This design comes from an exercise in tuning for small area, a short achievable clock period and few clock cycles per item on the open sky130 flow, not from production work. No run shown here included a check of the RTL's function; only the layout flow was run. Power figures rest on the tool's default switching activity, not on a simulated workload.

==> design.v <==
module unpipelined_divider #
(
    parameter N = 32
)
(
    input wire [N-1:0] dividend,
    input wire [N-1:0] divisor,
    input wire start,
    input wire rst,
    input wire clk,
    output wire [N-1:0] quotient,
    output wire [N-1:0] remainder,
    output reg done
);
    reg [N-1:0] rem_reg;    
    reg [N-1:0] dq_reg;     
    reg [4:0]   cnt;        
    reg         busy;
    wire d_nz = |divisor;
    wire sk3 = (|divisor[31:24]) | (d_nz & ~(|dividend[31:8]));
    wire sk2 = (|divisor[31:16]) | (d_nz & ~(|dividend[31:16]));
    wire sk1 = (|divisor[31:8])  | (d_nz & ~(|dividend[31:24]));
    wire [1:0] sh = sk3 ? 2'd3 : sk2 ? 2'd2 : sk1 ? 2'd1 : 2'd0;
    wire [2*N-1:0] load = {{N{1'b0}}, dividend} << {sh, 3'b000};
    wire [N:0] t = {rem_reg, dq_reg[N-1]};
    wire [N-1:0] p = ~(t[N-1:0] ^ divisor);
    wire [N-1:0] g0 = t[N-1:0] & ~divisor;
    wire [N-1:0] gi = {g0[N-1:1], g0[0] | p[0]};
    wire [N-1:0] G [0:5];
    wire [N-1:0] P [0:5];
    assign G[0] = gi;
    assign P[0] = p;
    genvar l, i;
    generate
        for (l = 0; l < 5; l = l + 1) begin : lvl
            for (i = 0; i < N; i = i + 1) begin : bitp
                if ((i >> l) & 1) begin : comb
                    assign G[l+1][i] = G[l][i] | (P[l][i] & G[l][((i >> l) << l) - 1]);
                    assign P[l+1][i] = P[l][i] & P[l][((i >> l) << l) - 1];
                end else begin : pass
                    assign G[l+1][i] = G[l][i];
                    assign P[l+1][i] = P[l][i];
                end
            end
        end
    endgenerate
    wire [N-1:0] cin  = {G[5][N-2:0], 1'b1};
    wire [N-1:0] diff = p ^ cin;
    wire         ge   = t[N] | G[5][N-1];
    always @(posedge clk) begin
        if (start) begin
            rem_reg <= load[2*N-1:N];
            dq_reg  <= load[N-1:0];
        end else begin
            rem_reg <= ge ? diff : t[N-1:0];
            dq_reg  <= {dq_reg[N-2:0], ge};
        end
    end
    always @(posedge clk or posedge rst) begin
        if (rst) begin
            busy <= 1'b0;
            done <= 1'b0;
            cnt  <= 5'd0;
        end else begin
            done <= busy && (cnt == 5'd31);
            if (start) begin
                busy <= 1'b1;
                cnt  <= {sh, 3'b000};
            end else if (busy) begin
                cnt <= cnt + 5'd1;
                if (cnt == 5'd31) busy <= 1'b0;
            end
        end
    end
    assign quotient  = dq_reg;
    assign remainder = rem_reg;
endmodule
==> flow/run.sh <==
#!/bin/bash
# The standard layout, with the port buffers set to the library's smallest
# plain buffer (buffer_ports otherwise picks a delay cell) and the settings
# below passed to the ORFS make.
set -euo pipefail
export BUFFER_PORTS_ARGS="-buffer_cell sky130_fd_sc_hd__buf_1"
export ADDER_MAP_FILE=
bash standard.sh > standard.log 2>&1
==> standard.sh <==
#!/bin/bash
# synth_recipe.tcl (not shown) runs the flow's synth.tcl, then flattens the netlist and writes it again
# the make line also repeats each setting of config.mk as NAME=value (left out here)
make -C /OpenROAD-flow-scripts/flow DESIGN_CONFIG=/design/flow/config.mk WORK_HOME=/design/flow/orfs CLKGATE_MAP_FILE= SYNTH_SCRIPT=/design/flow/synth_recipe.tcl "${@:-finish}"
==> config.mk <==
export PLATFORM = sky130hd
export DESIGN_NAME = unpipelined_divider
export DESIGN_NICKNAME = unpipelined_divider
export VERILOG_FILES = /design/flow/design.v
export SDC_FILE = /design/flow/constraint.sdc
export NUM_CORES = 4
export LEC_CHECK = 0
export CAP_MARGIN = 20
export CORE_MARGIN = 2
export CORE_UTILIZATION = 40
export SLEW_MARGIN = 20
==> constraint.sdc <==
create_clock -name core_clock -period 4.0 [get_ports {clk}]
set_input_delay 0.8000 -clock core_clock [delete_from_list [all_inputs] [get_ports {clk}]]
set_output_delay 0.8000 -clock core_clock [all_outputs]
set_load 0.01 [all_outputs]
==> impl_results.html, run 1 <==
<table>
<tr><th>Metric</th><th>Value</th></tr>
<tr><th colspan="2">Status</th></tr>
<tr><td>Outcome</td><td>complete, no violations</td></tr>
<tr><th colspan="2">Critical path</th></tr>
<tr><td>Crit start category</td><td>input pin</td></tr>
<tr><td>Data required time at the worst endpoint</td><td>4.23 ns</td></tr>
<tr><td>CP arrival</td><td>between 3 and 4 ns</td></tr>
<tr><td>Slowest CP cell</td><td>maj3_1</td></tr>
<tr><td>Kind of critical path</td><td>in -&gt; reg</td></tr>
<tr><td>Largest fanout of any net on the critical path</td><td>28</td></tr>
<tr><td>Critical path launch point</td><td>divisor[11]</td></tr>
<tr><td>R2R depth</td><td>12</td></tr>
<tr><td>Crit Reg-Reg Startpoint</td><td>rem_reg[1]$_DFF_P_</td></tr>
<tr><td>Highest cell delay on the worst timing path</td><td>between 0.4 and 0.5 ns</td></tr>
<tr><td>Critical-path cell list</td><td>buf_1 -&gt; nor2b_1 -&gt; nand2b_1 -&gt; o311ai_2 -&gt; a21o_1 -&gt; maj3_1 -&gt; o2111ai_1 -&gt; and4_1 -&gt; o221a_2 -&gt; buf_12 -&gt; nor3b_1 -&gt; xor2_1 -&gt; o21a_1</td></tr>
<tr><td>Crit path capture type</td><td>flop</td></tr>
<tr><td>Flop2flop setup slack</td><td>0.76 ns</td></tr>
<tr><td>Capturing element of the worst setup path</td><td>rem_reg[14]$_DFF_P_</td></tr>
<tr><td>FF-to-FF End</td><td>rem_reg[14]$_DFF_P_</td></tr>
<tr><th colspan="2">Placed design</th></tr>
<tr><td>Post-DP HPWL</td><td>11190 um</td></tr>
<tr><td>GPL Wtd Cong</td><td>0.9045</td></tr>
<tr><td>Minimum setup slack after placement</td><td>0.1151 ns</td></tr>
<tr><td>Number of placed instances with taps included</td><td>872</td></tr>
<tr><td>Port buffer count</td><td>131</td></tr>
<tr><th colspan="2">Finish</th></tr>
<tr><td>Proportion of layout cells with a drive suffix above 1</td><td>0.08367</td></tr>
<tr><td>Post-route non-filler standard cell count</td><td>about 890</td></tr>
<tr><td>Area grow syn2layout</td><td>20.90%</td></tr>
<tr><td>Final net count</td><td>803</td></tr>
<tr><td>Number of diodes</td><td>0</td></tr>
<tr><th colspan="2">Yosys</th></tr>
<tr><td>Proportion of register bits with asynchronous set or reset after synthesis</td><td>0.09859</td></tr>
<tr><td>Yosys top cell by area</td><td>dfxtp_1</td></tr>
<tr><td>Syn nets</td><td>670</td></tr>
<tr><td>Top cells by count, synth</td><td>dfxtp_1, nor2_1, xnor2_1</td></tr>
<tr><td>Flop and latch count out of synthesis</td><td>71</td></tr>
<tr><td>Synthesized area per cell</td><td>between 8 and 9 um^2</td></tr>
<tr><td>Dominant cells by area after synthesis</td><td>dfxtp_1, mux2i_1, xnor2_1, a21oi_1, nor2_1</td></tr>
<tr><td>Post-Syn Instances</td><td>roughly 600</td></tr>
<tr><td>Synth Warn #</td><td>1</td></tr>
<tr><td>Number of different library cells in the post-synthesis netlist</td><td>63</td></tr>
<tr><td>Portion of synthesized cell area occupied by the leading cell type</td><td>0.2606</td></tr>
<tr><td>Register area share after synthesis</td><td>0.2963</td></tr>
<tr><td>Netlist area before placement</td><td>4916 um^2</td></tr>
<tr><td>EDFF count, synth</td><td>0</td></tr>
<tr><td>Most frequently used cell type in the post-synthesis netlist</td><td>dfxtp_1</td></tr>
<tr><td>Most common flop cell mapped by yosys</td><td>dfxtp_1</td></tr>
<tr><th colspan="2">Route</th></tr>
<tr><td>Wire per inst</td><td>16.08 um</td></tr>
<tr><td>Residual DRC</td><td>0</td></tr>
<tr><td>Iteration-0 DRC count of the detailed router</td><td>roughly 220</td></tr>
<tr><td>Vias post-DR</td><td>approximately 4800</td></tr>
<tr><td>Ratio of routed vias to standard cells</td><td>approximately 5.4</td></tr>
<tr><td>Count of TritonRoute iterations in the first routing pass</td><td>4</td></tr>
<tr><td>DRT Wirelength</td><td>14280 um</td></tr>
<tr><td>DRT antenna net count</td><td>0</td></tr>
<tr><th colspan="2">Clock network</th></tr>
<tr><td># H-tree levels</td><td>3</td></tr>
<tr><td>Insertion delay to the later sink of the worst-skew pair</td><td>about 0.34 ns</td></tr>
<tr><td>Number of buffers inserted during clock tree synthesis</td><td>9</td></tr>
<tr><td>Total clock sinks</td><td>71</td></tr>
<tr><td>Count of cells resized by post-cts repair</td><td>0</td></tr>
<tr><td>Clk Tree Root Cell</td><td>clkbuf_16</td></tr>
<tr><td>TritonCTS clock tree</td><td>built</td></tr>
<tr><td>Clock-pin slew on the worst setup and hold paths</td><td>approximately 0.060 ns</td></tr>
<tr><td>Number of buffers on the longest clock path</td><td>2</td></tr>
<tr><td>Cts-stage hold buffer count</td><td>0</td></tr>
<tr><td>Post-CTS setup repair buffer count</td><td>0</td></tr>
<tr><th colspan="2">Pwr</th></tr>
<tr><td>Flop pwr share</td><td>0.339</td></tr>
<tr><td>Post-route total power</td><td>2768 uW</td></tr>
<tr><td>Power per cell area</td><td>465.7 nW/um^2</td></tr>
<tr><td>Switching power summed over all nets</td><td>~1000 uW</td></tr>
<tr><td>Fraction of power consumed by the clock network</td><td>0.304</td></tr>
<tr><td>Maximum resistive drop on vdd</td><td>~0.24 mV</td></tr>
<tr><td>Combinational share of power</td><td>0.357</td></tr>
<tr><td>Switch share</td><td>0.3629</td></tr>
<tr><td>Reported leakage power</td><td>0.002246 uW</td></tr>
<tr><td>Internal power component</td><td>1764 uW</td></tr>
<tr><th colspan="2">Run</th></tr>
<tr><td>Number of max-cap violations</td><td>0</td></tr>
<tr><th colspan="2">Timing</th></tr>
<tr><td>Final clock skew</td><td>0.006750 ns</td></tr>
<tr><td>Max Clock Freq</td><td>281.9 MHz</td></tr>
<tr><td>Number of hold violations in the final report</td><td>0</td></tr>
<tr><td>Worst rel slew slack</td><td>0.5853</td></tr>
<tr><td>Count of final max-slew check failures</td><td>0</td></tr>
<tr><td>Unrepaired setup endpoints after global routing</td><td>no</td></tr>
<tr><td>Minimum clock period</td><td>3.547 ns</td></tr>
<tr><td># setup viols final</td><td>0</td></tr>
<tr><td>Total Neg Setup Slack</td><td>0 ns</td></tr>
<tr><td>Worst setup margin</td><td>0.4527 ns</td></tr>
<tr><td>Pin slew with the least headroom to its limit</td><td>0.6163 ns</td></tr>
<tr><td>Tcrit/Tclk final</td><td>0.8868</td></tr>
<tr><th colspan="2">Global route</th></tr>
<tr><td>Global routing usage summed across all routing layers</td><td>0.2178</td></tr>
<tr><td>Total congestion overflow</td><td>0</td></tr>
<tr><td>Initial antenna violation count</td><td>0</td></tr>
<tr><td>Via count of the first global-routing pass</td><td>4643</td></tr>
<tr><td>First-pass GRT wire length</td><td>around 23000 um</td></tr>
<tr><td>Pin count of the biggest net entering global routing</td><td>42</td></tr>
<tr><th colspan="2">Floorplan</th></tr>
<tr><td>Die footprint</td><td>roughly 13000 um^2</td></tr>
<tr><td>Total number of placement rows</td><td>40</td></tr>
<tr><td>Ports</td><td>132</td></tr>
<tr><td>Initial core utilization</td><td>0.4093</td></tr>
<tr><td>Width of the chip</td><td>114.9 um</td></tr>
<tr><td>Die Y</td><td>about 110 um</td></tr>
<tr><td>Floorplan core area</td><td>roughly 12000 um^2</td></tr>
<tr><th colspan="2">Worst hold path</th></tr>
<tr><td>Path category of the worst min-delay check</td><td>in -&gt; async</td></tr>
</table>
-- critical path, delay by kind of cell --
kind / cells / cell delay [ns]
compound gates: 5 / 1.07
simple gates: 4 / 0.93
fa+ha+maj: 1 / 0.43
buf+inv: 2 / 0.38
xor+xnor: 1 / 0.14
-- cells by family after synthesis --
family / share of synthesized area
AO/OA/AOI/OAI: 0.1647
multiplexers: 0.1140
buffers and inverters: 0.05217
flip-flops: 0.2963
adder cells (fa/ha/maj): 0.03207
XOR/XNOR: 0.1176
AND/OR/NAND/NOR: 0.2232
-- cell usage in the layout (no fill, tap or decap), drive strengths merged, types with 3 or more instances in the layout --
master  synthesis  layout
or3             5       5
o22ai          14      14
o21ai          38      38
a21oi          44      44
mux2i          47      47
nor2           53      53
a21o            4       4
or4             9       9
maj3           15      15
clkbuf         15      10
mux2            8       8
xor2           16      16
nand2b         17      17
nor3           15      15
nor4           12      12
nor2b          23      23
dfxtp          64      64
nand4           3       3
inv            40      43
dfrtp           7       7
nand3          11      11
and2            3       3
nand2          38      38
o31ai           3       3
buf             9     146
xnor2          50      50
o21a            5       5
nor4b           3       3
-- per-stage QoR --
step | utilization | instance area [um^2] | hold slack (ns)
2_1_floorplan | - | 4916 | 0.4740
3_3_place_gp | 0.4688 | 5630 | 0.4411
3_5_place_dp | 0.4688 | 5630 | 0.4515
4_1_cts | 0.4948 | 5943 | 0.3420
5_1_grt | 0.4948 | 5943 | 0.3598
6_report | 0.4948 | 5943 | 0.3438
-- cell type report --
| type | count | area, um^2 |
|---|---|---|
| fill | 1226 | 6068 |
| multi-input combinational | 468 | 3209 |
| sequential | 71 | 1456 |
| timing repair buffer | 146 | 630.6 |
| clock buffer | 10 | 239.0 |
| tap | 147 | 183.9 |
| inverter | 40 | 150.1 |
| clock inverter | 6 | 73.82 |
-- power by group through the flow --
stage                     Sequential [uW]  Clock [uW]  Combinational (uW)
after floorplan                       970           0                 669
after global placement                952           0                 963
after detailed placement              953           0                 980
after CTS                             939         850                 989
after global routing                  955         884                1090
final                                 939         841                 988
-- worst min-delay path by stage --
| stage | depth (start not counted) | endpoint | slack [ns] |
|---|---|---|---|
| floorplan | 2 | dq_reg[1]$_DFF_P_ | 0.47 |
| global placement | 2 | dq_reg[5]$_DFF_P_ | 0.44 |
| detailed placement | 2 | dq_reg[6]$_DFF_P_ | 0.45 |
| CTS | 2 | busy$_DFF_PP0_ | 0.34 |
| global route | 2 | cnt[1]$_DFFE_PP0P_ | 0.36 |
| finish | 2 | busy$_DFF_PP0_ | 0.34 |
-- per-layer routing --
layer / track usage / routed length [um] / up-vias
met2: 0.3545 / 6723 / 120
li1: - / - / 2380
met4: 0.04980 / 167 / 0
met5: 0 / 0 / -
met1: 0.2887 / 6536 / 2254
met3: 0.06009 / 850 / 15
==> inputs of run 2 (changes only) <==
--- a/flow/run.sh
+++ b/flow/run.sh
@@ -4,5 +4,5 @@
 # below passed to the ORFS make.
 set -euo pipefail
 export BUFFER_PORTS_ARGS="-buffer_cell sky130_fd_sc_hd__buf_1"
-export ADDER_MAP_FILE=
+
 bash standard.sh > standard.log 2>&1
--- a/config.mk
+++ b/config.mk
@@ -7,5 +7,6 @@
 export LEC_CHECK = 0
 export CAP_MARGIN = 20
 export CORE_MARGIN = 2
-export CORE_UTILIZATION = 40
+export CORE_UTILIZATION = 65
+export SETUP_SLACK_MARGIN = 1.0
 export SLEW_MARGIN = 20
==> run 2 against run 1 <==
Net effect:
- critical path depth is 1 lower
- cell count is 12% lower
- sequential power is 12% higher
- first-iteration DRC count grew to 2.5 times the previous value
- still clean
- global-route usage is 14 points higher
- sequential share of layout area is 0.14 points lower
- critical path type unchanged
- utilization is 34 points higher
- non-clock buffer count is 7 higher
- critical endpoint is now rem_reg[16]$_DFF_P_
==> impl_results.html, run 2 <==
<table>
<tr><th>Metric</th><th>Value</th></tr>
<tr><th colspan="2">Timing</th></tr>
<tr><td>Pin slew with the least headroom to its limit</td><td>0.9032 ns (was 0.6163 ns)</td></tr>
<tr><td>Worst rel slew slack</td><td>0.3972 (was 0.5853)</td></tr>
<tr><td>Tcrit/Tclk final</td><td>0.7939 (was 0.8868)</td></tr>
<tr><td>Total Neg Setup Slack</td><td>0 ns (unchanged)</td></tr>
<tr><td>Max Clock Freq</td><td>314.9 MHz (was 281.9 MHz)</td></tr>
<tr><td>Minimum clock period</td><td>3.176 ns (was 3.547 ns)</td></tr>
<tr><td>Count of final max-slew check failures</td><td>0 (unchanged)</td></tr>
<tr><td># setup viols final</td><td>0 (unchanged)</td></tr>
<tr><td>Number of hold violations in the final report</td><td>0 (unchanged)</td></tr>
<tr><td>Worst setup margin</td><td>0.8243 ns (was 0.4527 ns)</td></tr>
<tr><td>Unrepaired setup endpoints after global routing</td><td>yes (was no)</td></tr>
<tr><td>Final clock skew</td><td>0.01033 ns (was 0.006750 ns)</td></tr>
<tr><th colspan="2">Global route</th></tr>
<tr><td>Total congestion overflow</td><td>0 (unchanged)</td></tr>
<tr><td>Global routing usage summed across all routing layers</td><td>0.3545 (was 0.2178)</td></tr>
<tr><td>Via count of the first global-routing pass</td><td>4626 (was 4643)</td></tr>
<tr><td>Initial antenna violation count</td><td>0 (unchanged)</td></tr>
<tr><td>Pin count of the biggest net entering global routing</td><td>43 (was 42)</td></tr>
<tr><td>First-pass GRT wire length</td><td>21740 um (was 22880 um)</td></tr>
<tr><th colspan="2">Clock network</th></tr>
<tr><td>Clock-pin slew on the worst setup and hold paths</td><td>0.09 ns (was 0.06 ns)</td></tr>
<tr><td>Cts-stage hold buffer count</td><td>0 (unchanged)</td></tr>
<tr><td>Total clock sinks</td><td>71 (unchanged)</td></tr>
<tr><td>Insertion delay to the later sink of the worst-skew pair</td><td>0.36 ns (was 0.34 ns)</td></tr>
<tr><td>Number of buffers on the longest clock path</td><td>2 (unchanged)</td></tr>
<tr><td>TritonCTS clock tree</td><td>built (unchanged)</td></tr>
<tr><td>Number of buffers inserted during clock tree synthesis</td><td>9 (unchanged)</td></tr>
<tr><td># H-tree levels</td><td>3 (unchanged)</td></tr>
<tr><td>Clk Tree Root Cell</td><td>clkbuf_8 (was clkbuf_16)</td></tr>
<tr><th colspan="2">Critical path</th></tr>
<tr><td>Capturing element of the worst setup path</td><td>rem_reg[16]$_DFF_P_ (was rem_reg[14]$_DFF_P_)</td></tr>
<tr><td>Number of logic stages on the critical path including buffering</td><td>12 (was 13)</td></tr>
<tr><td>FF-to-FF End</td><td>rem_reg[16]$_DFF_P_ (was rem_reg[14]$_DFF_P_)</td></tr>
<tr><td>CP arrival</td><td>3.40 ns (was 3.78 ns)</td></tr>
<tr><td>R2R depth</td><td>10 (was 12)</td></tr>
<tr><td>Data required time at the worst endpoint</td><td>4.22 ns (was 4.23 ns)</td></tr>
<tr><td>Largest fanout of any net on the critical path</td><td>5 (was 28)</td></tr>
<tr><td>Top delay family on crit path</td><td>compound AO/OA/AOI/OAI gates (unchanged)</td></tr>
<tr><td>Slowest CP cell</td><td>ha_1 (was maj3_1)</td></tr>
<tr><td>Crit path capture type</td><td>flop (unchanged)</td></tr>
<tr><td>Critical path launch point</td><td>divisor[9] (was divisor[11])</td></tr>
<tr><td>Flop2flop setup slack</td><td>1.02 ns (was 0.76 ns)</td></tr>
<tr><td>Crit start category</td><td>input pin (unchanged)</td></tr>
<tr><td>Crit Reg-Reg Startpoint</td><td>rem_reg[15]$_DFF_P_ (was rem_reg[1]$_DFF_P_)</td></tr>
<tr><td>Crit path buffers/inverters</td><td>3 (was 2)</td></tr>
<tr><td>Kind of critical path</td><td>in -&gt; reg (unchanged)</td></tr>
<tr><td>Highest cell delay on the worst timing path</td><td>0.37 ns (was 0.43 ns)</td></tr>
<tr><td>Critical-path cell list</td><td>buf_1 -&gt; inv_1 -&gt; ha_1 -&gt; a21o_1 -&gt; a31oi_1 -&gt; o21a_1 -&gt; a211oi_4 -&gt; o21a_4 -&gt; a31oi_4 -&gt; buf_4 -&gt; mux2i_1 -&gt; o21ai_1 (was buf_1 -&gt; nor2b_1 -&gt; nand2b_1 -&gt; o311ai_2 -&gt; a21o_1 -&gt; maj3_1 -&gt; o2111ai_1 -&gt; and4_1 -&gt; o221a_2 -&gt; buf_12 -&gt; nor3b_1 -&gt; xor2_1 -&gt; o21a_1)</td></tr>
<tr><th colspan="2">Finish</th></tr>
<tr><td>Proportion of layout cells with a drive suffix above 1</td><td>0.1632 (was 0.08367)</td></tr>
<tr><td>Most used cells in the layout excluding fill and tap cells</td><td>buf_1, dfxtp_1, nor2_1 (unchanged)</td></tr>
<tr><td># fillers</td><td>457 (was 1226)</td></tr>
<tr><td>Final net count</td><td>780 (was 803)</td></tr>
<tr><td>Leading cell type in the layout, fill and taps excluded</td><td>buf_1 (unchanged)</td></tr>
<tr><td>Area grow syn2layout</td><td>26.24% (was 20.90%)</td></tr>
<tr><td>Number of diodes</td><td>0 (unchanged)</td></tr>
<tr><th colspan="2">Floorplan</th></tr>
<tr><td>Die Y</td><td>89.36 um (was 114.9 um)</td></tr>
<tr><td>Floorplan core area</td><td>7137 um^2 (was 12010 um^2)</td></tr>
<tr><td>Total number of placement rows</td><td>31 (was 40)</td></tr>
<tr><td>Width of the chip</td><td>89.36 um (was 114.9 um)</td></tr>
<tr><td>Initial core utilization</td><td>0.6636 (was 0.4093)</td></tr>
<tr><td>Die footprint</td><td>7984 um^2 (was 13190 um^2)</td></tr>
<tr><td>Ports</td><td>132 (unchanged)</td></tr>
<tr><th colspan="2">Pwr</th></tr>
<tr><td>Switch share</td><td>0.4318 (was 0.3629)</td></tr>
<tr><td>Reported leakage power</td><td>0.002429 uW (was 0.002246 uW)</td></tr>
<tr><td>Maximum resistive drop on vdd</td><td>0.3414 mV (was 0.2359 mV)</td></tr>
<tr><td>Internal power component</td><td>2099 uW (was 1764 uW)</td></tr>
<tr><td>Flop pwr share</td><td>0.283 (was 0.339)</td></tr>
<tr><td>Switching power summed over all nets</td><td>1595 uW (was 1004 uW)</td></tr>
<tr><td>Fraction of power consumed by the clock network</td><td>0.168 (was 0.304)</td></tr>
<tr><td>Combinational share of power</td><td>0.549 (was 0.357)</td></tr>
<tr><td>Power per cell area</td><td>618.0 nW/um^2 (was 465.7 nW/um^2)</td></tr>
<tr><th colspan="2">Yosys</th></tr>
<tr><td>Number of different library cells in the post-synthesis netlist</td><td>65 (was 63)</td></tr>
<tr><td>Proportion of register bits with asynchronous set or reset after synthesis</td><td>0.09859 (unchanged)</td></tr>
<tr><td>Syn nets</td><td>637 (was 670)</td></tr>
<tr><td>Synth Warn #</td><td>1 (unchanged)</td></tr>
<tr><td>Post-Syn Instances</td><td>532 (was 603)</td></tr>
<tr><td>Most frequently used cell type in the post-synthesis netlist</td><td>dfxtp_1 (unchanged)</td></tr>
<tr><td>EDFF count, synth</td><td>0 (unchanged)</td></tr>
<tr><td>Dominant cells by area after synthesis</td><td>dfxtp_1, mux2i_1, ha_1, nor2_1, mux2_2 (was dfxtp_1, mux2i_1, xnor2_1, a21oi_1, nor2_1)</td></tr>
<tr><td>Top cells by count, synth</td><td>dfxtp_1, nor2_1, mux2i_1 (was dfxtp_1, nor2_1, xnor2_1)</td></tr>
<tr><td>Flop and latch count out of synthesis</td><td>71 (unchanged)</td></tr>
<tr><td>Most common flop cell mapped by yosys</td><td>dfxtp_1 (unchanged)</td></tr>
<tr><td>Register area share after synthesis</td><td>0.3075 (was 0.2963)</td></tr>
<tr><td>Netlist area before placement</td><td>4736 um^2 (was 4916 um^2)</td></tr>
<tr><td>Yosys top cell by area</td><td>dfxtp_1 (unchanged)</td></tr>
<tr><td>Synthesized area per cell</td><td>8.902 um^2 (was 8.153 um^2)</td></tr>
<tr><td>Portion of synthesized cell area occupied by the leading cell type</td><td>0.2705 (was 0.2606)</td></tr>
<tr><th colspan="2">Route</th></tr>
<tr><td>DRT Wirelength</td><td>15670 um (was 14280 um)</td></tr>
<tr><td>Ratio of routed vias to standard cells</td><td>6.499 (was 5.370)</td></tr>
<tr><td>Vias post-DR</td><td>5063 (was 4769)</td></tr>
<tr><td>Count of TritonRoute iterations in the first routing pass</td><td>7 (was 4)</td></tr>
<tr><td>Wire per inst</td><td>20.12 um (was 16.08 um)</td></tr>
<tr><td>Residual DRC</td><td>0 (unchanged)</td></tr>
<tr><td>DRT antenna net count</td><td>0 (unchanged)</td></tr>
<tr><td>Iteration-0 DRC count of the detailed router</td><td>549 (was 219)</td></tr>
<tr><th colspan="2">Placed design</th></tr>
<tr><td>Post-DP HPWL</td><td>10940 um (was 11190 um)</td></tr>
<tr><td>Minimum setup slack after placement</td><td>0.4022 ns (was 0.1151 ns)</td></tr>
<tr><td>GPL Wtd Cong</td><td>0.9529 (was 0.9045)</td></tr>
<tr><td>Port buffer count</td><td>131 (unchanged)</td></tr>
<tr><th colspan="2">Run</th></tr>
<tr><td>Number of max-cap violations</td><td>0 (unchanged)</td></tr>
<tr><th colspan="2">Worst hold path</th></tr>
<tr><td>Path category of the worst min-delay check</td><td>in -&gt; async (unchanged)</td></tr>
<tr><th colspan="2">Status</th></tr>
<tr><td>Outcome</td><td>complete, no violations (unchanged)</td></tr>
</table>
-- run 2: cell types whose count changed after synthesis, moves of 10 or more --
cell | previous run | this run
nand2_1 | 38 | 20
o21ai_0 | 29 | 18
mux2_2 | 7 | 17
xnor2_1 | 50 | 13
ha_1 | 0 | 33
nor2b_1 | 23 | 2
nand2b_1 | 15 | 2
-- run 2: worst min-delay path by stage --
stage,from,to,slack (ns)
floorplan,dq_reg[9]$_DFF_P_,dq_reg[10]$_DFF_P_,0.49
global placement,dq_reg[10]$_DFF_P_,dq_reg[11]$_DFF_P_,0.45
detailed placement,dq_reg[13]$_DFF_P_,dq_reg[14]$_DFF_P_,0.45
CTS,rst,done$_DFF_PP0_,0.32
global route,rst,busy$_DFF_PP0_,0.35
finish,rst,busy$_DFF_PP0_,0.32
-- run 2: metrics by stage --
step | cells | util | power (uW) | hold slack, ns | cell area [um^2]
floorplan | 532 | - | 2295 | 0.4877 | 4906
global placement | 749 | 0.7698 | 2682 | 0.4450 | 5494
detailed placement | 749 | 0.7698 | 2739 | 0.4493 | 5494
CTS | 772 | 0.8129 | 3450 | 0.3223 | 5802
global route | 779 | 0.8377 | 3865 | 0.3532 | 5978
finish | 779 | 0.8377 | 3694 | 0.3214 | 5978
-- run 2: cell families after synthesis --
logic type / count (synthesis) / synth area share
AO/OA/AOI/OAI: 138 / 0.2029
AND/OR/NAND/NOR: 133 / 0.1374
flip-flops: 71 / 0.3075
multiplexers: 67 / 0.1464
buffers and inverters: 64 / 0.05865
adder cells (fa/ha/maj): 38 / 0.1083
XOR/XNOR: 21 / 0.03884
-- run 2: repair_timing --
item,CTS,global route
setup endpoints to repair,35,43
cloned,1,1
gates resized for setup,8,30
setup buffers,6,6
pin swaps,3,17
-- run 2: final cells by class --
| cell class | instances | area, um^2 | share of cell area |
|---|---|---|---|
| Sequential cell | 71 | 1456 | 0.2436 |
| Clock buffer | 10 | 137.6 | 0.02302 |
| Tap cell | 99 | 123.9 | 0.02072 |
| Timing Repair Buffer | 153 | 725.7 | 0.1214 |
| Inverter | 42 | 161.4 | 0.02700 |
| Multi-Input combinational cell | 398 | 3299 | 0.5519 |
| Clock inverter | 6 | 73.82 | 0.01235 |
-- run 2: per-layer routing --
metal / track usage / vias up / part of all wire
met4: 0.1452 / 0 / 0.038
li1: - / 2237 / -
met3: 0.07941 / 89 / 0.11
met5: 0 / - / 0
met2: 0.5912 / 373 / 0.47
met1: 0.4431 / 2364 / 0.38
-- run 2: power groups by stage --
stage	registers [uW]	clock network, uW	logic, uW
2_1_floorplan	1080	0	1220
3_3_place_gp	1040	0	1640
3_5_place_dp	1040	0	1700
4_1_cts	1030	616	1810
5_1_grt	1060	643	2170
6_report	1050	620	2030
==> inputs of run 3 (changes only) <==
==> flow/run.sh (replaced) <==
#!/bin/bash
# The standard layout, except that the port buffers are the library's
# smallest plain buffer instead of the delay cell buffer_ports picks.
set -euo pipefail
export BUFFER_PORTS_ARGS="-buffer_cell sky130_fd_sc_hd__buf_1"
bash standard.sh > standard.log 2>&1
--- a/config.mk
+++ b/config.mk
@@ -7,6 +7,6 @@
 export LEC_CHECK = 0
 export CAP_MARGIN = 20
 export CORE_MARGIN = 2
-export CORE_UTILIZATION = 65
+export CORE_UTILIZATION = 40
 export SETUP_SLACK_MARGIN = 1.0
 export SLEW_MARGIN = 20
==> run 3 against run 2 <==
Net effect:
- largest power group unchanged
- highest routed layer unchanged
- global-route usage decreased by 12 points
- register-to-register slack improved by 0.16 ns
- synthesized cell count did not move
==> impl_results.html, run 3 <==
<table>
<tr><th>Metric</th><th>Value</th></tr>
<tr><th colspan="2">Status</th></tr>
<tr><td>Outcome</td><td>complete, no violations (unchanged)</td></tr>
<tr><th colspan="2">Clock network</th></tr>
<tr><td>Number of buffers inserted during clock tree synthesis</td><td>9 (unchanged)</td></tr>
<tr><td># H-tree levels</td><td>3 (unchanged)</td></tr>
<tr><td>Clock-pin slew on the worst setup and hold paths</td><td>0.07 ns (was 0.09 ns)</td></tr>
<tr><td>Total clock sinks</td><td>71 (unchanged)</td></tr>
<tr><td>Number of buffers on the longest clock path</td><td>2 (unchanged)</td></tr>
<tr><td>Clk Tree Root Cell</td><td>clkbuf_16 (was clkbuf_8)</td></tr>
<tr><td>Cts-stage hold buffer count</td><td>0 (unchanged)</td></tr>
<tr><td>TritonCTS clock tree</td><td>built (unchanged)</td></tr>
<tr><td>Insertion delay to the later sink of the worst-skew pair</td><td>0.34 ns (was 0.36 ns)</td></tr>
<tr><th colspan="2">Route</th></tr>
<tr><td>Vias post-DR</td><td>4656 (was 5063)</td></tr>
<tr><td>DRT Wirelength</td><td>15060 um (was 15670 um)</td></tr>
<tr><td>Residual DRC</td><td>0 (unchanged)</td></tr>
<tr><td>Ratio of routed vias to standard cells</td><td>5.637 (was 6.499)</td></tr>
<tr><td>Iteration-0 DRC count of the detailed router</td><td>262 (was 549)</td></tr>
<tr><td>DRT antenna net count</td><td>0 (unchanged)</td></tr>
<tr><td>Wire per inst</td><td>18.23 um (was 20.12 um)</td></tr>
<tr><td>Count of TritonRoute iterations in the first routing pass</td><td>5 (was 7)</td></tr>
<tr><th colspan="2">Timing</th></tr>
<tr><td>Tcrit/Tclk final</td><td>0.7406 (was 0.7939)</td></tr>
<tr><td>Total Neg Setup Slack</td><td>0 ns (unchanged)</td></tr>
<tr><td>Unrepaired setup endpoints after global routing</td><td>yes (unchanged)</td></tr>
<tr><td>Hold_ws</td><td>0.3564 ns (was 0.3214 ns)</td></tr>
<tr><td>Count of final max-slew check failures</td><td>0 (unchanged)</td></tr>
<tr><td>Minimum clock period</td><td>2.962 ns (was 3.176 ns)</td></tr>
<tr><td>Number of hold violations in the final report</td><td>0 (unchanged)</td></tr>
<tr><td># setup viols final</td><td>0 (unchanged)</td></tr>
<tr><td>Worst rel slew slack</td><td>0.6392 (was 0.3972)</td></tr>
<tr><td>Final clock skew</td><td>0.01056 ns (was 0.01033 ns)</td></tr>
<tr><td>Max Clock Freq</td><td>337.6 MHz (was 314.9 MHz)</td></tr>
<tr><td>Pin slew with the least headroom to its limit</td><td>0.5393 ns (was 0.9032 ns)</td></tr>
<tr><th colspan="2">Floorplan</th></tr>
<tr><td>Die Y</td><td>112.8 um (was 89.36 um)</td></tr>
<tr><td>Die footprint</td><td>12730 um^2 (was 7984 um^2)</td></tr>
<tr><td>Width of the chip</td><td>112.8 um (was 89.36 um)</td></tr>
<tr><td>Total number of placement rows</td><td>39 (was 31)</td></tr>
<tr><td>Floorplan core area</td><td>11470 um^2 (was 7137 um^2)</td></tr>
<tr><td>Ports</td><td>132 (unchanged)</td></tr>
<tr><td>Initial core utilization</td><td>0.4130 (was 0.6636)</td></tr>
<tr><th colspan="2">Finish</th></tr>
<tr><td>Leading cell type in the layout, fill and taps excluded</td><td>buf_1 (unchanged)</td></tr>
<tr><td>Most used cells in the layout excluding fill and tap cells</td><td>buf_1, dfxtp_1, nor2_1 (unchanged)</td></tr>
<tr><td>Area grow syn2layout</td><td>29.38% (was 26.24%)</td></tr>
<tr><td>Final net count</td><td>783 (was 780)</td></tr>
<tr><td>Number of diodes</td><td>0 (unchanged)</td></tr>
<tr><td># fillers</td><td>1104 (was 457)</td></tr>
<tr><td>Proportion of layout cells with a drive suffix above 1</td><td>0.1845 (was 0.1632)</td></tr>
<tr><th colspan="2">Yosys</th></tr>
<tr><td>Yosys top cell by area</td><td>dfxtp_1 (unchanged)</td></tr>
<tr><td>Post-Syn Instances</td><td>532 (unchanged)</td></tr>
<tr><td>Portion of synthesized cell area occupied by the leading cell type</td><td>0.2705 (unchanged)</td></tr>
<tr><td>Top cells by count, synth</td><td>dfxtp_1, nor2_1, mux2i_1 (unchanged)</td></tr>
<tr><td>Most frequently used cell type in the post-synthesis netlist</td><td>dfxtp_1 (unchanged)</td></tr>
<tr><td>EDFF count, synth</td><td>0 (unchanged)</td></tr>
<tr><td>Synth Warn #</td><td>1 (unchanged)</td></tr>
<tr><td>Netlist area before placement</td><td>4736 um^2 (unchanged)</td></tr>
<tr><td>Syn nets</td><td>637 (unchanged)</td></tr>
<tr><td>Number of different library cells in the post-synthesis netlist</td><td>65 (unchanged)</td></tr>
<tr><td>Flop and latch count out of synthesis</td><td>71 (unchanged)</td></tr>
<tr><td>Dominant cells by area after synthesis</td><td>dfxtp_1, mux2i_1, ha_1, nor2_1, mux2_2 (unchanged)</td></tr>
<tr><td>Proportion of register bits with asynchronous set or reset after synthesis</td><td>0.09859 (unchanged)</td></tr>
<tr><td>Most common flop cell mapped by yosys</td><td>dfxtp_1 (unchanged)</td></tr>
<tr><td>Synthesized area per cell</td><td>8.902 um^2 (unchanged)</td></tr>
<tr><td>Register area share after synthesis</td><td>0.3075 (unchanged)</td></tr>
<tr><th colspan="2">Pwr</th></tr>
<tr><td>Maximum resistive drop on vdd</td><td>0.3596 mV (was 0.3414 mV)</td></tr>
<tr><td>Power per cell area</td><td>604.8 nW/um^2 (was 618.0 nW/um^2)</td></tr>
<tr><td>Reported leakage power</td><td>0.002489 uW (was 0.002429 uW)</td></tr>
<tr><th colspan="2">Critical path</th></tr>
<tr><td>Crit start category</td><td>input pin (unchanged)</td></tr>
<tr><td>Kind of critical path</td><td>in -&gt; reg (unchanged)</td></tr>
<tr><td>Largest fanout of any net on the critical path</td><td>7 (was 5)</td></tr>
<tr><td>Flop2flop setup slack</td><td>1.18 ns (was 1.02 ns)</td></tr>
<tr><td>Crit Reg-Reg Startpoint</td><td>dq_reg[31]$_DFF_P_ (was rem_reg[15]$_DFF_P_)</td></tr>
<tr><td>Critical path launch point</td><td>divisor[0] (was divisor[9])</td></tr>
<tr><td>CP arrival</td><td>3.23 ns (was 3.40 ns)</td></tr>
<tr><td>R2R depth</td><td>12 (was 10)</td></tr>
<tr><td>Crit path capture type</td><td>flop (unchanged)</td></tr>
<tr><td>Capturing element of the worst setup path</td><td>rem_reg[26]$_SDFF_PP0_ (was rem_reg[16]$_DFF_P_)</td></tr>
<tr><td>FF-to-FF End</td><td>rem_reg[26]$_SDFF_PP0_ (was rem_reg[16]$_DFF_P_)</td></tr>
<tr><td>Data required time at the worst endpoint</td><td>4.27 ns (was 4.22 ns)</td></tr>
<tr><th colspan="2">Global route</th></tr>
<tr><td>First-pass GRT wire length</td><td>23520 um (was 21740 um)</td></tr>
<tr><td>Initial antenna violation count</td><td>0 (unchanged)</td></tr>
<tr><td>Global routing usage summed across all routing layers</td><td>0.2309 (was 0.3545)</td></tr>
<tr><td>Via count of the first global-routing pass</td><td>4618 (was 4626)</td></tr>
<tr><td>Pin count of the biggest net entering global routing</td><td>42 (was 43)</td></tr>
<tr><td>Total congestion overflow</td><td>0 (unchanged)</td></tr>
<tr><th colspan="2">Placed design</th></tr>
<tr><td>Post-DP HPWL</td><td>11720 um (was 10940 um)</td></tr>
<tr><td>GPL Wtd Cong</td><td>0.8676 (was 0.9529)</td></tr>
<tr><td>Port buffer count</td><td>131 (unchanged)</td></tr>
<tr><th colspan="2">Run</th></tr>
<tr><td>Number of max-cap violations</td><td>0 (unchanged)</td></tr>
<tr><th colspan="2">Worst hold path</th></tr>
<tr><td>Path category of the worst min-delay check</td><td>in -&gt; async (unchanged)</td></tr>
</table>
run 3: cell count changes in the layout (fill, tap and decap cells not counted), moves of 5 or more:
cell / delta
buf_4: +7
inv_1: -5
buf_1: -8
clkbuf_8: -10
o21ai_0: +5
clkbuf_2: +6
clkbuf_16: +8
o21ai_1: -5
run 3: report_power, final:
group	leakage [uW]	internal (uW)	total [uW]	switching [uW]
Sequential	0.000611	867	1040	171
Combinational	0.00173	895	1860	968
Clock	0.000147	441	806	365
Total	0.00249	2200	3710	1500
run 3: layout make-up:
type	instances	area, um^2	area share
multi-input combinational	397	3287	0.5365
sequential	71	1456	0.2377
timing repair buffer	157	747.0	0.1219
clock buffer	9	225.2	0.03676
tap	143	178.9	0.02920
inverter	42	163.9	0.02675
clock inverter	7	68.82	0.01123
run 3: per-layer routing:
layer,vias up,wire (um),part of all wire,GRT usage
li1,2242,-,-,-
met4,0,284,0.019,0.06179
met1,2218,6667,0.44,0.3058
met5,-,0,0,0
met3,22,1033,0.069,0.04499
met2,174,7077,0.47,0.3860
run 3: how the worst min path moves through the flow:
stage / slack, ns / cells past startpoint / end
2_1_floorplan: 0.49 / 1 / dq_reg[10]$_DFF_P_
3_3_place_gp: 0.45 / 1 / dq_reg[8]$_DFF_P_
3_5_place_dp: 0.44 / 1 / dq_reg[13]$_DFF_P_
4_1_cts: 0.37 / 2 / cnt[0]$_DFFE_PP0P_
5_1_grt: 0.38 / 2 / cnt[0]$_DFFE_PP0P_
6_report: 0.36 / 2 / cnt[0]$_DFFE_PP0P_
run 3: per-stage QoR:
| step | setup slack, ns | total power, uW | cells | utilization | cell area, um^2 |
|---|---|---|---|---|---|
| floorplan | 0.9291 | 2295 | 532 | - | 4906 |
| global placement | 0.1198 | 2733 | 796 | 0.4870 | 5584 |
| detailed placement | 0.1483 | 2767 | 796 | 0.4870 | 5584 |
| CTS | 0.9834 | 3625 | 817 | 0.5221 | 5987 |
| global route | 0.9240 | 3947 | 826 | 0.5343 | 6127 |
| finish | 1.038 | 3706 | 826 | 0.5343 | 6127 |
run 3: critical path, cell delays in order:
cell      delay, ns
buf_4          0.13
ha_4           0.15
fa_2           0.38
nor2b_4        0.13
o31a_1         0.20
o211ai_1       0.14
a211oi_2       0.31
o21a_4         0.20
a31oi_4        0.10
buf_8          0.17
or3b_1         0.37
a21oi_1        0.15
run 3: cell families (layout without fill, tap and decap cells):
family                   count (synthesis)  in the layout  share of synthesized area
multiplexers                            67             67                     0.1464
AND/OR/NAND/NOR                        133            133                     0.1374
AO/OA/AOI/OAI                          138            138                     0.2029
flip-flops                              71             71                     0.3075
XOR/XNOR                                21             21                    0.03884
buffers and inverters                   64            215                    0.05865
adder cells (fa/ha/maj)                 38             38                     0.1083
run 3: timing repair:
action | CTS | global route
gates resized for setup | 15 | 30
pin swaps | 7 | 8
buffers inserted | 5 | 9
endpoints found under the setup margin | 59 | 35
==> inputs of run 4 (changes only) <==
--- a/config.mk
+++ b/config.mk
@@ -8,5 +8,4 @@
 export CAP_MARGIN = 20
 export CORE_MARGIN = 2
 export CORE_UTILIZATION = 40
-export SETUP_SLACK_MARGIN = 1.0
 export SLEW_MARGIN = 20
==> run 4 against run 3 <==
Net effect:
- non-clock buffer count fell by 15
- still clean
- register-to-register slack got worse by 0.40 ns
- clock skew fell by 0.0020 ns
- synthesized cell count did not move
- power fell by 9.4%
- wire length fell by 5.6%
- setup slack got worse by 0.48 ns
- critical path type unchanged
- utilization fell by 4.0 points
- combinational power fell by 13%
- critical path depth fell by 1
==> impl_results.html, run 4 <==
<table>
<tr><th>Metric</th><th>Value</th></tr>
<tr><th colspan="2">Critical path</th></tr>
<tr><td>Data required time at the worst endpoint</td><td>4.27 ns (about the same)</td></tr>
<tr><td>Kind of critical path</td><td>in -&gt; reg (unchanged)</td></tr>
<tr><td>Slowest CP cell</td><td>a31oi_4 (was fa_2)</td></tr>
<tr><td>Highest cell delay on the worst timing path</td><td>0.55 ns (was 0.38 ns)</td></tr>
<tr><td>Crit start category</td><td>input pin (unchanged)</td></tr>
<tr><td>Top delay family on crit path</td><td>compound AO/OA/AOI/OAI gates (unchanged)</td></tr>
<tr><td>Crit path buffers/inverters</td><td>2 (unchanged)</td></tr>
<tr><td>Critical-path cell list</td><td>buf_1 -&gt; inv_1 -&gt; ha_1 -&gt; and4_4 -&gt; and3_4 -&gt; a221o_1 -&gt; or2_4 -&gt; o21a_4 -&gt; a31oi_4 -&gt; mux2_2 -&gt; a21oi_1 (was buf_4 -&gt; ha_4 -&gt; fa_2 -&gt; nor2b_4 -&gt; o31a_1 -&gt; o211ai_1 -&gt; a211oi_2 -&gt; o21a_4 -&gt; a31oi_4 -&gt; buf_8 -&gt; or3b_1 -&gt; a21oi_1)</td></tr>
<tr><td>Crit path capture type</td><td>flop (unchanged)</td></tr>
<tr><td>CP arrival</td><td>3.71 ns (was 3.23 ns)</td></tr>
<tr><td>Largest fanout of any net on the critical path</td><td>17 (was 7)</td></tr>
<tr><th colspan="2">Placed design</th></tr>
<tr><td>GPL Wtd Cong</td><td>0.9505 (was 0.8676)</td></tr>
<tr><td>Port buffer count</td><td>131 (unchanged)</td></tr>
<tr><td>Post-DP HPWL</td><td>11320 um (was 11720 um)</td></tr>
<tr><th colspan="2">Yosys</th></tr>
<tr><td>Yosys top cell by area</td><td>dfxtp_1 (unchanged)</td></tr>
<tr><td>Most common flop cell mapped by yosys</td><td>dfxtp_1 (unchanged)</td></tr>
<tr><td>Register area share after synthesis</td><td>0.3075 (unchanged)</td></tr>
<tr><td>Most frequently used cell type in the post-synthesis netlist</td><td>dfxtp_1 (unchanged)</td></tr>
<tr><td>Proportion of register bits with asynchronous set or reset after synthesis</td><td>0.09859 (unchanged)</td></tr>
<tr><td>Post-Syn Instances</td><td>532 (unchanged)</td></tr>
<tr><td>Top cells by count, synth</td><td>dfxtp_1, nor2_1, mux2i_1 (unchanged)</td></tr>
<tr><td>Synth Warn #</td><td>1 (unchanged)</td></tr>
<tr><td>Netlist area before placement</td><td>4736 um^2 (unchanged)</td></tr>
<tr><td>Dominant cells by area after synthesis</td><td>dfxtp_1, mux2i_1, ha_1, nor2_1, mux2_2 (unchanged)</td></tr>
<tr><td>Portion of synthesized cell area occupied by the leading cell type</td><td>0.2705 (unchanged)</td></tr>
<tr><td>Syn nets</td><td>637 (unchanged)</td></tr>
<tr><td>EDFF count, synth</td><td>0 (unchanged)</td></tr>
<tr><td>Flop and latch count out of synthesis</td><td>71 (unchanged)</td></tr>
<tr><td>Number of different library cells in the post-synthesis netlist</td><td>65 (unchanged)</td></tr>
<tr><td>Synthesized area per cell</td><td>8.902 um^2 (unchanged)</td></tr>
<tr><th colspan="2">Clock network</th></tr>
<tr><td>Clock-pin slew on the worst setup and hold paths</td><td>0.06 ns (was 0.07 ns)</td></tr>
<tr><td>Post-CTS setup repair buffer count</td><td>0 (was 5)</td></tr>
<tr><td>Number of buffers inserted during clock tree synthesis</td><td>9 (unchanged)</td></tr>
<tr><td>Insertion delay to the later sink of the worst-skew pair</td><td>0.34 ns (about the same)</td></tr>
<tr><td>Number of buffers on the longest clock path</td><td>2 (unchanged)</td></tr>
<tr><td># H-tree levels</td><td>3 (unchanged)</td></tr>
<tr><td>Clk Tree Root Cell</td><td>clkbuf_16 (unchanged)</td></tr>
<tr><td>Count of cells resized by post-cts repair</td><td>0 (was 15)</td></tr>
<tr><td>Cts-stage hold buffer count</td><td>0 (unchanged)</td></tr>
<tr><td>Total clock sinks</td><td>71 (unchanged)</td></tr>
<tr><td>TritonCTS clock tree</td><td>built (unchanged)</td></tr>
<tr><th colspan="2">Finish</th></tr>
<tr><td>Area grow syn2layout</td><td>19.71% (was 29.38%)</td></tr>
<tr><td>Sequential cell area in the final layout</td><td>1456 um^2 (unchanged)</td></tr>
<tr><td>Leading cell type in the layout, fill and taps excluded</td><td>buf_1 (unchanged)</td></tr>
<tr><td>Proportion of layout cells with a drive suffix above 1</td><td>0.08383 (was 0.1845)</td></tr>
<tr><td>Final net count</td><td>768 (was 783)</td></tr>
<tr><td>Number of diodes</td><td>0 (unchanged)</td></tr>
<tr><td>Multi-input combinational cell area</td><td>3013 um^2 (was 3287 um^2)</td></tr>
<tr><td># fillers</td><td>1119 (was 1104)</td></tr>
<tr><td>Most used cells in the layout excluding fill and tap cells</td><td>buf_1, dfxtp_1, nor2_1 (unchanged)</td></tr>
<tr><th colspan="2">Pwr</th></tr>
<tr><td>Switching power summed over all nets</td><td>1359 uW (was 1503 uW)</td></tr>
<tr><td>Internal power component</td><td>1997 uW (was 2203 uW)</td></tr>
<tr><td>Combinational share of power</td><td>0.478 (was 0.503)</td></tr>
<tr><td>Reported leakage power</td><td>0.002347 uW (was 0.002489 uW)</td></tr>
<tr><td>Flop pwr share</td><td>0.303 (was 0.280)</td></tr>
<tr><td>Switch share</td><td>0.4050 (was 0.4056)</td></tr>
<tr><td>Power per cell area</td><td>592.0 nW/um^2 (was 604.8 nW/um^2)</td></tr>
<tr><td>Fraction of power consumed by the clock network</td><td>0.219 (was 0.217)</td></tr>
<tr><td>Maximum resistive drop on vdd</td><td>0.3219 mV (was 0.3596 mV)</td></tr>
<tr><th colspan="2">Global route</th></tr>
<tr><td>Initial antenna violation count</td><td>0 (unchanged)</td></tr>
<tr><td>Via count of the first global-routing pass</td><td>4520 (was 4618)</td></tr>
<tr><td>Global routing usage summed across all routing layers</td><td>0.2202 (was 0.2309)</td></tr>
<tr><td>Total congestion overflow</td><td>0 (unchanged)</td></tr>
<tr><td>Pin count of the biggest net entering global routing</td><td>42 (unchanged)</td></tr>
<tr><td>First-pass GRT wire length</td><td>22400 um (was 23520 um)</td></tr>
<tr><th colspan="2">Timing</th></tr>
<tr><td>Pin slew with the least headroom to its limit</td><td>0.9303 ns (was 0.5393 ns)</td></tr>
<tr><td>Max Clock Freq</td><td>290.8 MHz (was 337.6 MHz)</td></tr>
<tr><td># setup viols final</td><td>0 (unchanged)</td></tr>
<tr><td>Hold_ws</td><td>0.3450 ns (was 0.3564 ns)</td></tr>
<tr><td>Minimum clock period</td><td>3.439 ns (was 2.962 ns)</td></tr>
<tr><td>Final clock skew</td><td>0.008529 ns (was 0.01056 ns)</td></tr>
<tr><td>Count of final max-slew check failures</td><td>0 (unchanged)</td></tr>
<tr><td>Number of hold violations in the final report</td><td>0 (unchanged)</td></tr>
<tr><td>Worst rel slew slack</td><td>0.3741 (was 0.6392)</td></tr>
<tr><td>Total Neg Setup Slack</td><td>0 ns (unchanged)</td></tr>
<tr><td>Unrepaired setup endpoints after global routing</td><td>no (was yes)</td></tr>
<tr><td>Tcrit/Tclk final</td><td>0.8598 (was 0.7406)</td></tr>
<tr><th colspan="2">Route</th></tr>
<tr><td>Count of TritonRoute iterations in the first routing pass</td><td>4 (was 5)</td></tr>
<tr><td>DRT Wirelength</td><td>14210 um (was 15060 um)</td></tr>
<tr><td>Iteration-0 DRC count of the detailed router</td><td>219 (was 262)</td></tr>
<tr><td>Wire per inst</td><td>17.53 um (was 18.23 um)</td></tr>
<tr><td>Vias post-DR</td><td>4554 (was 4656)</td></tr>
<tr><td>Ratio of routed vias to standard cells</td><td>5.615 (was 5.637)</td></tr>
<tr><td>Residual DRC</td><td>0 (unchanged)</td></tr>
<tr><td>DRT antenna net count</td><td>0 (unchanged)</td></tr>
<tr><th colspan="2">Status</th></tr>
<tr><td>Outcome</td><td>complete, no violations (unchanged)</td></tr>
<tr><th colspan="2">Worst hold path</th></tr>
<tr><td>Path category of the worst min-delay check</td><td>in -&gt; async (unchanged)</td></tr>
<tr><th colspan="2">Floorplan</th></tr>
<tr><td>Ports</td><td>132 (unchanged)</td></tr>
<tr><td>Floorplan core area</td><td>11470 um^2 (unchanged)</td></tr>
<tr><td>Total number of placement rows</td><td>39 (unchanged)</td></tr>
<tr><td>Initial core utilization</td><td>0.4130 (unchanged)</td></tr>
<tr><td>Width of the chip</td><td>112.8 um (unchanged)</td></tr>
<tr><td>Die Y</td><td>112.8 um (unchanged)</td></tr>
<tr><td>Die footprint</td><td>12730 um^2 (unchanged)</td></tr>
<tr><th colspan="2">Run</th></tr>
<tr><td>Number of max-cap violations</td><td>0 (unchanged)</td></tr>
</table>
## run 4: cell counts after synthesis
Identical to the previous run, type by type.
## run 4: worst paths after layout
check                                        start             endpoint  slack [ns]  cells after the start
worst max-delay path                   divisor[20]   rem_reg[4]$_DFF_P_        0.56                     11
worst min-delay path                           rst   cnt[3]$_DFFE_PP0P_        0.34                      2
worst min register to register  dq_reg[12]$_DFF_P_   dq_reg[13]$_DFF_P_        0.46                      1
min in group core_clock         dq_reg[12]$_DFF_P_   dq_reg[13]$_DFF_P_        0.46                      1
max in group asynchronous                      rst   cnt[0]$_DFFE_PP0P_        3.44                      2
worst max register to register  dq_reg[31]$_DFF_P_  rem_reg[15]$_DFF_P_        0.78                     12
## run 4: cell type report
class | count | share of cell area
multi-input cells | 397 | 0.5314
flip-flops and latches | 71 | 0.2569
repair buffers | 142 | 0.1037
clock buffers | 10 | 0.04039
well taps | 143 | 0.03156
inverters | 42 | 0.02781
clock inverters | 6 | 0.008166
## run 4: power groups by stage
stage | clock [uW] | sequential, uW | combinational [uW]
global placement | 0 | 1030 | 1570
CTS | 753 | 1020 | 1600
floorplan | 0 | 1060 | 1140
detailed placement | 0 | 1030 | 1590
finish | 734 | 1020 | 1610
global route | 782 | 1040 | 1790
## run 4: kinds of logic after synthesis
| family | Yosys count | share of synthesized area |
|---|---|---|
| flops | 71 | 0.3075 |
| xor+xnor | 21 | 0.03884 |
| fa+ha+maj | 38 | 0.1083 |
| simple gates | 133 | 0.1374 |
| buf+inv | 64 | 0.05865 |
| compound gates | 138 | 0.2029 |
| mux | 67 | 0.1464 |
## run 4: stage by stage
stage	cells	cell area, um^2	total power, uW	worst slack, ns	util
after floorplan	532	4736	2195	0.7647	-
after detailed placement	795	5394	2627	0.2410	0.4704
after global placement	795	5394	2604	0.2431	0.4704
final	811	5669	3356	0.5608	0.4944
after CTS	811	5669	3376	0.6018	0.4944
after global routing	811	5669	3608	0.3478	0.4944
## run 4: metal layers
| layer | GRT usage | up-vias | wire (um) |
|---|---|---|---|
| li1 | - | 2209 | - |
| met3 | 0.06106 | 13 | 1129 |
| met4 | 0.05772 | 0 | 128 |
| met2 | 0.3657 | 168 | 6887 |
| met5 | 0 | - | 0 |
| met1 | 0.2829 | 2164 | 6068 |
==> inputs of run 5 (changes only) <==
--- a/config.mk
+++ b/config.mk
@@ -8,4 +8,5 @@
 export CAP_MARGIN = 20
 export CORE_MARGIN = 2
 export CORE_UTILIZATION = 40
+export SETUP_SLACK_MARGIN = 1.5
 export SLEW_MARGIN = 20
==> run 5 against run 4 <==
Net effect:
- sequential share of layout area is 5.0 points lower
- worst hold slack better by 0.0067 ns
- synthesized cell count stayed put
- wire length is 16% higher
- sequential cell count stayed put
- clock power is 9.5% higher
- power is 15% higher
- register-to-register slack better by 0.34 ns
- cell count is 6.5% higher
- via count is 9.7% higher
- critical endpoint is now rem_reg[1]$_DFF_P_
- largest power group unchanged
- highest routed layer unchanged
==> impl_results.html, run 5 <==
<table>
<tr><th>Metric</th><th>Value</th></tr>
<tr><th colspan="2">Status</th></tr>
<tr><td>Outcome</td><td>complete, no violations (unchanged)</td></tr>
<tr><th colspan="2">Finish</th></tr>
<tr><td>Leading cell type in the layout, fill and taps excluded</td><td>buf_1 (unchanged)</td></tr>
<tr><td>Final core utilization</td><td>0.6152 (was 0.4944)</td></tr>
<tr><td>Most used cells in the layout excluding fill and tap cells</td><td>buf_1, dfxtp_1, nor2_1 (unchanged)</td></tr>
<tr><td>Summed area of non-filler cells in the final layout</td><td>7054 um^2 (was 5669 um^2)</td></tr>
<tr><td>Final net count</td><td>821 (was 768)</td></tr>
<tr><td>Number of diodes</td><td>0 (unchanged)</td></tr>
<tr><td>Area grow syn2layout</td><td>48.96% (was 19.71%)</td></tr>
<tr><td>Proportion of layout cells with a drive suffix above 1</td><td>0.2982 (was 0.08383)</td></tr>
<tr><th colspan="2">Timing</th></tr>
<tr><td>Tcrit/Tclk final</td><td>0.7506 (was 0.8598)</td></tr>
<tr><td># setup viols final</td><td>0 (unchanged)</td></tr>
<tr><td>Worst rel slew slack</td><td>0.3559 (was 0.3741)</td></tr>
<tr><td>Pin slew with the least headroom to its limit</td><td>0.9650 ns (was 0.9303 ns)</td></tr>
<tr><td>Hold_ws</td><td>0.3517 ns (was 0.3450 ns)</td></tr>
<tr><td>Worst setup margin</td><td>0.9974 ns (was 0.5608 ns)</td></tr>
<tr><td>Unrepaired setup endpoints after global routing</td><td>yes (was no)</td></tr>
<tr><td>Total Neg Setup Slack</td><td>0 ns (unchanged)</td></tr>
<tr><td>Number of hold violations in the final report</td><td>0 (unchanged)</td></tr>
<tr><td>Max Clock Freq</td><td>333.0 MHz (was 290.8 MHz)</td></tr>
<tr><td>Final clock skew</td><td>0.009384 ns (was 0.008529 ns)</td></tr>
<tr><td>Count of final max-slew check failures</td><td>0 (unchanged)</td></tr>
<tr><td>Minimum clock period</td><td>3.003 ns (was 3.439 ns)</td></tr>
<tr><th colspan="2">Route</th></tr>
<tr><td>DRT Wirelength</td><td>16530 um (was 14210 um)</td></tr>
<tr><td>Residual DRC</td><td>0 (unchanged)</td></tr>
<tr><td>Ratio of routed vias to standard cells</td><td>5.784 (was 5.615)</td></tr>
<tr><td>Highest metal layer with signal wires</td><td>met4 (unchanged)</td></tr>
<tr><td>Routed length on met1</td><td>6709 um (was 6068 um)</td></tr>
<tr><td>Detailed-routed wire length on met3</td><td>1334 um (was 1129 um)</td></tr>
<tr><td>Vias post-DR</td><td>4997 (was 4554)</td></tr>
<tr><td>Met2 WL</td><td>7990 um (was 6887 um)</td></tr>
<tr><td>Iteration-0 DRC count of the detailed router</td><td>268 (was 219)</td></tr>
<tr><td>Wire per inst</td><td>19.13 um (was 17.53 um)</td></tr>
<tr><td>Count of TritonRoute iterations in the first routing pass</td><td>4 (unchanged)</td></tr>
<tr><td>DRT antenna net count</td><td>0 (unchanged)</td></tr>
<tr><th colspan="2">Floorplan</th></tr>
<tr><td>Width of the chip</td><td>112.8 um (unchanged)</td></tr>
<tr><td>Die footprint</td><td>12730 um^2 (unchanged)</td></tr>
<tr><td>Floorplan core area</td><td>11470 um^2 (unchanged)</td></tr>
<tr><td>Ports</td><td>132 (unchanged)</td></tr>
<tr><td>Total number of placement rows</td><td>39 (unchanged)</td></tr>
<tr><td>Die Y</td><td>112.8 um (unchanged)</td></tr>
<tr><td>Initial core utilization</td><td>0.4130 (unchanged)</td></tr>
<tr><th colspan="2">Placed design</th></tr>
<tr><td>Placed inst area</td><td>5670 um^2 (was 5394 um^2)</td></tr>
<tr><td>Post-DP HPWL</td><td>11490 um (was 11320 um)</td></tr>
<tr><td>Port buffer count</td><td>131 (unchanged)</td></tr>
<tr><td>GPL Wtd Cong</td><td>0.8839 (was 0.9505)</td></tr>
<tr><td>Minimum setup slack after placement</td><td>0.3722 ns (was 0.2410 ns)</td></tr>
<tr><th colspan="2">Critical path</th></tr>
<tr><td>Crit Reg-Reg Startpoint</td><td>dq_reg[31]$_DFF_P_ (unchanged)</td></tr>
<tr><td>Crit path capture type</td><td>flop (unchanged)</td></tr>
<tr><td>Highest cell delay on the worst timing path</td><td>0.32 ns (was 0.55 ns)</td></tr>
<tr><td>Crit path top cell by count</td><td>and3_4</td></tr>
<tr><td>Largest fanout of any net on the critical path</td><td>7 (was 17)</td></tr>
<tr><td>Crit start category</td><td>input pin (unchanged)</td></tr>
<tr><td>Critical path launch point</td><td>divisor[17] (was divisor[20])</td></tr>
<tr><td>CP arrival</td><td>3.28 ns (was 3.71 ns)</td></tr>
<tr><td>Slowest CP cell</td><td>a221o_1 (was a31oi_4)</td></tr>
<tr><td>Kind of critical path</td><td>in -&gt; reg (unchanged)</td></tr>
<tr><td>Critical-path cell list</td><td>buf_1 -&gt; inv_1 -&gt; ha_4 -&gt; and3_4 -&gt; and3_4 -&gt; a221o_1 -&gt; or2_4 -&gt; o21a_4 -&gt; a31oi_4 -&gt; buf_12 -&gt; mux2_4 -&gt; a21oi_2 (was buf_1 -&gt; inv_1 -&gt; ha_1 -&gt; and4_4 -&gt; and3_4 -&gt; a221o_1 -&gt; or2_4 -&gt; o21a_4 -&gt; a31oi_4 -&gt; mux2_2 -&gt; a21oi_1)</td></tr>
<tr><td>Data required time at the worst endpoint</td><td>4.27 ns (about the same)</td></tr>
<tr><th colspan="2">Pwr</th></tr>
<tr><td>Maximum resistive drop on vdd</td><td>0.3153 mV (was 0.3219 mV)</td></tr>
<tr><td>Power per cell area</td><td>545.9 nW/um^2 (was 592.0 nW/um^2)</td></tr>
<tr><td>Reported leakage power</td><td>0.002913 uW (was 0.002347 uW)</td></tr>
<tr><th colspan="2">Clock network</th></tr>
<tr><td># H-tree levels</td><td>3 (unchanged)</td></tr>
<tr><td>Number of buffers inserted during clock tree synthesis</td><td>9 (unchanged)</td></tr>
<tr><td>Clk Tree Root Cell</td><td>clkbuf_16 (unchanged)</td></tr>
<tr><td>Total clock sinks</td><td>71 (unchanged)</td></tr>
<tr><td>Clock-pin slew on the worst setup and hold paths</td><td>0.07 ns (was 0.06 ns)</td></tr>
<tr><td>Number of buffers on the longest clock path</td><td>2 (unchanged)</td></tr>
<tr><td>TritonCTS clock tree</td><td>built (unchanged)</td></tr>
<tr><td>Insertion delay to the later sink of the worst-skew pair</td><td>0.34 ns (about the same)</td></tr>
<tr><th colspan="2">Run</th></tr>
<tr><td>Number of max-cap violations</td><td>0 (unchanged)</td></tr>
<tr><th colspan="2">Yosys</th></tr>
<tr><td>Top cells by count, synth</td><td>dfxtp_1, nor2_1, mux2i_1 (unchanged)</td></tr>
<tr><td>Syn nets</td><td>637 (unchanged)</td></tr>
<tr><td>Synth Warn #</td><td>1 (unchanged)</td></tr>
<tr><td>Most frequently used cell type in the post-synthesis netlist</td><td>dfxtp_1 (unchanged)</td></tr>
<tr><td>Netlist area before placement</td><td>4736 um^2 (unchanged)</td></tr>
<tr><td>EDFF count, synth</td><td>0 (unchanged)</td></tr>
<tr><td>Yosys top cell by area</td><td>dfxtp_1 (unchanged)</td></tr>
<tr><td>Proportion of register bits with asynchronous set or reset after synthesis</td><td>0.09859 (unchanged)</td></tr>
<tr><td>Post-Syn Instances</td><td>532 (unchanged)</td></tr>
<tr><td>Flop and latch count out of synthesis</td><td>71 (unchanged)</td></tr>
<tr><td>Dominant cells by area after synthesis</td><td>dfxtp_1, mux2i_1, ha_1, nor2_1, mux2_2 (unchanged)</td></tr>
<tr><td>Synthesized area per cell</td><td>8.902 um^2 (unchanged)</td></tr>
<tr><td>Number of different library cells in the post-synthesis netlist</td><td>65 (unchanged)</td></tr>
<tr><td>Register area share after synthesis</td><td>0.3075 (unchanged)</td></tr>
<tr><td>Most common flop cell mapped by yosys</td><td>dfxtp_1 (unchanged)</td></tr>
<tr><td>Portion of synthesized cell area occupied by the leading cell type</td><td>0.2705 (unchanged)</td></tr>
<tr><th colspan="2">Global route</th></tr>
<tr><td>Initial antenna violation count</td><td>0 (unchanged)</td></tr>
<tr><td>Global routing usage summed across all routing layers</td><td>0.2512 (was 0.2202)</td></tr>
<tr><td>Pin count of the biggest net entering global routing</td><td>42 (unchanged)</td></tr>
<tr><td>Via count of the first global-routing pass</td><td>4974 (was 4520)</td></tr>
<tr><td>First-pass GRT wire length</td><td>25540 um (was 22400 um)</td></tr>
<tr><td>Total congestion overflow</td><td>0 (unchanged)</td></tr>
<tr><th colspan="2">Worst hold path</th></tr>
<tr><td>Path category of the worst min-delay check</td><td>in -&gt; async (unchanged)</td></tr>
</table>
==> run 5: cell counts after synthesis <==
No cell type changed its count.
==> run 5: cell families after synthesis <==
family | synth area share
AOI/OAI and AO/OA | 0.2029
and+or+nand+nor | 0.1374
DFF | 0.3075
muxes | 0.1464
buffers and inverters | 0.05865
adders and majority gates | 0.1083
xor gates and xnor gates | 0.03884
==> run 5: final timing paths <==
path                       depth (start not counted)                 end  slack, ns
min in group core_clock                            1  dq_reg[13]$_DFF_P_       0.48
max                                               12  rem_reg[1]$_DFF_P_        1.0
max reg2reg                                       12  rem_reg[1]$_DFF_P_       1.12
max in group asynchronous                          2      busy$_DFF_PP0_       3.43
min                                                2      done$_DFF_PP0_       0.35
min reg2reg                                        1  dq_reg[13]$_DFF_P_       0.48
==> run 5: metrics by stage <==
step / total power [uW] / std cells
2_1_floorplan: 2321 / 532
6_report: 3851 / 864
3_5_place_dp: 2765 / 795
5_1_grt: 4104 / 864
4_1_cts: 3780 / 850
3_3_place_gp: 2739 / 795
==> run 5: layout make-up <==
type                       instances  area [um^2]
fill                             937         4413
multi-input combinational        397         3652
sequential                        71         1456
timing repair buffer             195         1309
clock buffer                       9        225.2
tap                              143        178.9
inverter                          42        166.4
clock inverter                     7        66.31
==> run 5: power breakdown <==
group	switching, uW	internal (uW)
clock network	365	439
registers	179	867
logic	1020	982
==> run 5: per-layer routing <==
layer,vias up,global-route usage
met1,2387,0.3113
met2,229,0.4204
met4,0,0.1000
li1,2332,-
met5,-,0
met3,49,0.06106
==> run 5: timing repair <==
item,CTS,global route
setup buffers,35,14
resized for setup,100,62
hold buffers,0,0
setup endpoints to repair,65,66
cloned,4,0
pin swaps,37,35
==> run 5: worst max-delay path: cells and delay by family <==
family / cells / cell delay, ns
muxes: 1 / 0.30
AOI/OAI and AO/OA: 4 / 0.91
and+or+nand+nor: 3 / 0.59
adders and majority gates: 1 / 0.25
buffers and inverters: 3 / 0.40

## what the ideal ports hide
No port has a modelled driver above. Below, the same layouts with a new extraction and two added sets of constraints.
Step 1 assumes that a clkbuf_16 drives the clock port and a buf_2 every other input.
Step 2, shift: input delay + t, output delay - t, t = (earliest + latest rising clock arrival at the registers) / 2. This alone moves slack from input paths to output paths.
a / b / c = ideal ports / drivers / drivers and shift; a / b = the first two.
run | t, ns | setup WS [ns] | worst hold slack (ns) | clock arrival spread, ns | worst data-port slew with drivers (ns)
run 1 | 0.372 | 0.453 / 0.467 / 0.094 | 0.344 / 0.327 / 0.452 | 0.009 / 0.009 | 0.06
run 2 | 0.391 | 0.824 / 0.820 / 0.429 | 0.321 / 0.309 / 0.470 | 0.011 / 0.010 | 0.05
run 3 | 0.373 | 1.038 / 1.041 / 0.667 | 0.356 / 0.338 / 0.453 | 0.013 / 0.013 | 0.04
run 4 | 0.377 | 0.561 / 0.578 / 0.201 | 0.345 / 0.327 / 0.464 | 0.009 / 0.009 | 0.05
run 5 | 0.380 | 0.997 / 1.006 / 0.626 | 0.352 / 0.332 / 0.477 | 0.010 / 0.010 | 0.05
After both steps setup and hold are still met in every run listed. The setup slack of run 2, which loses most, moves by -0.004 ns with the drivers and by -0.395 ns with both steps.
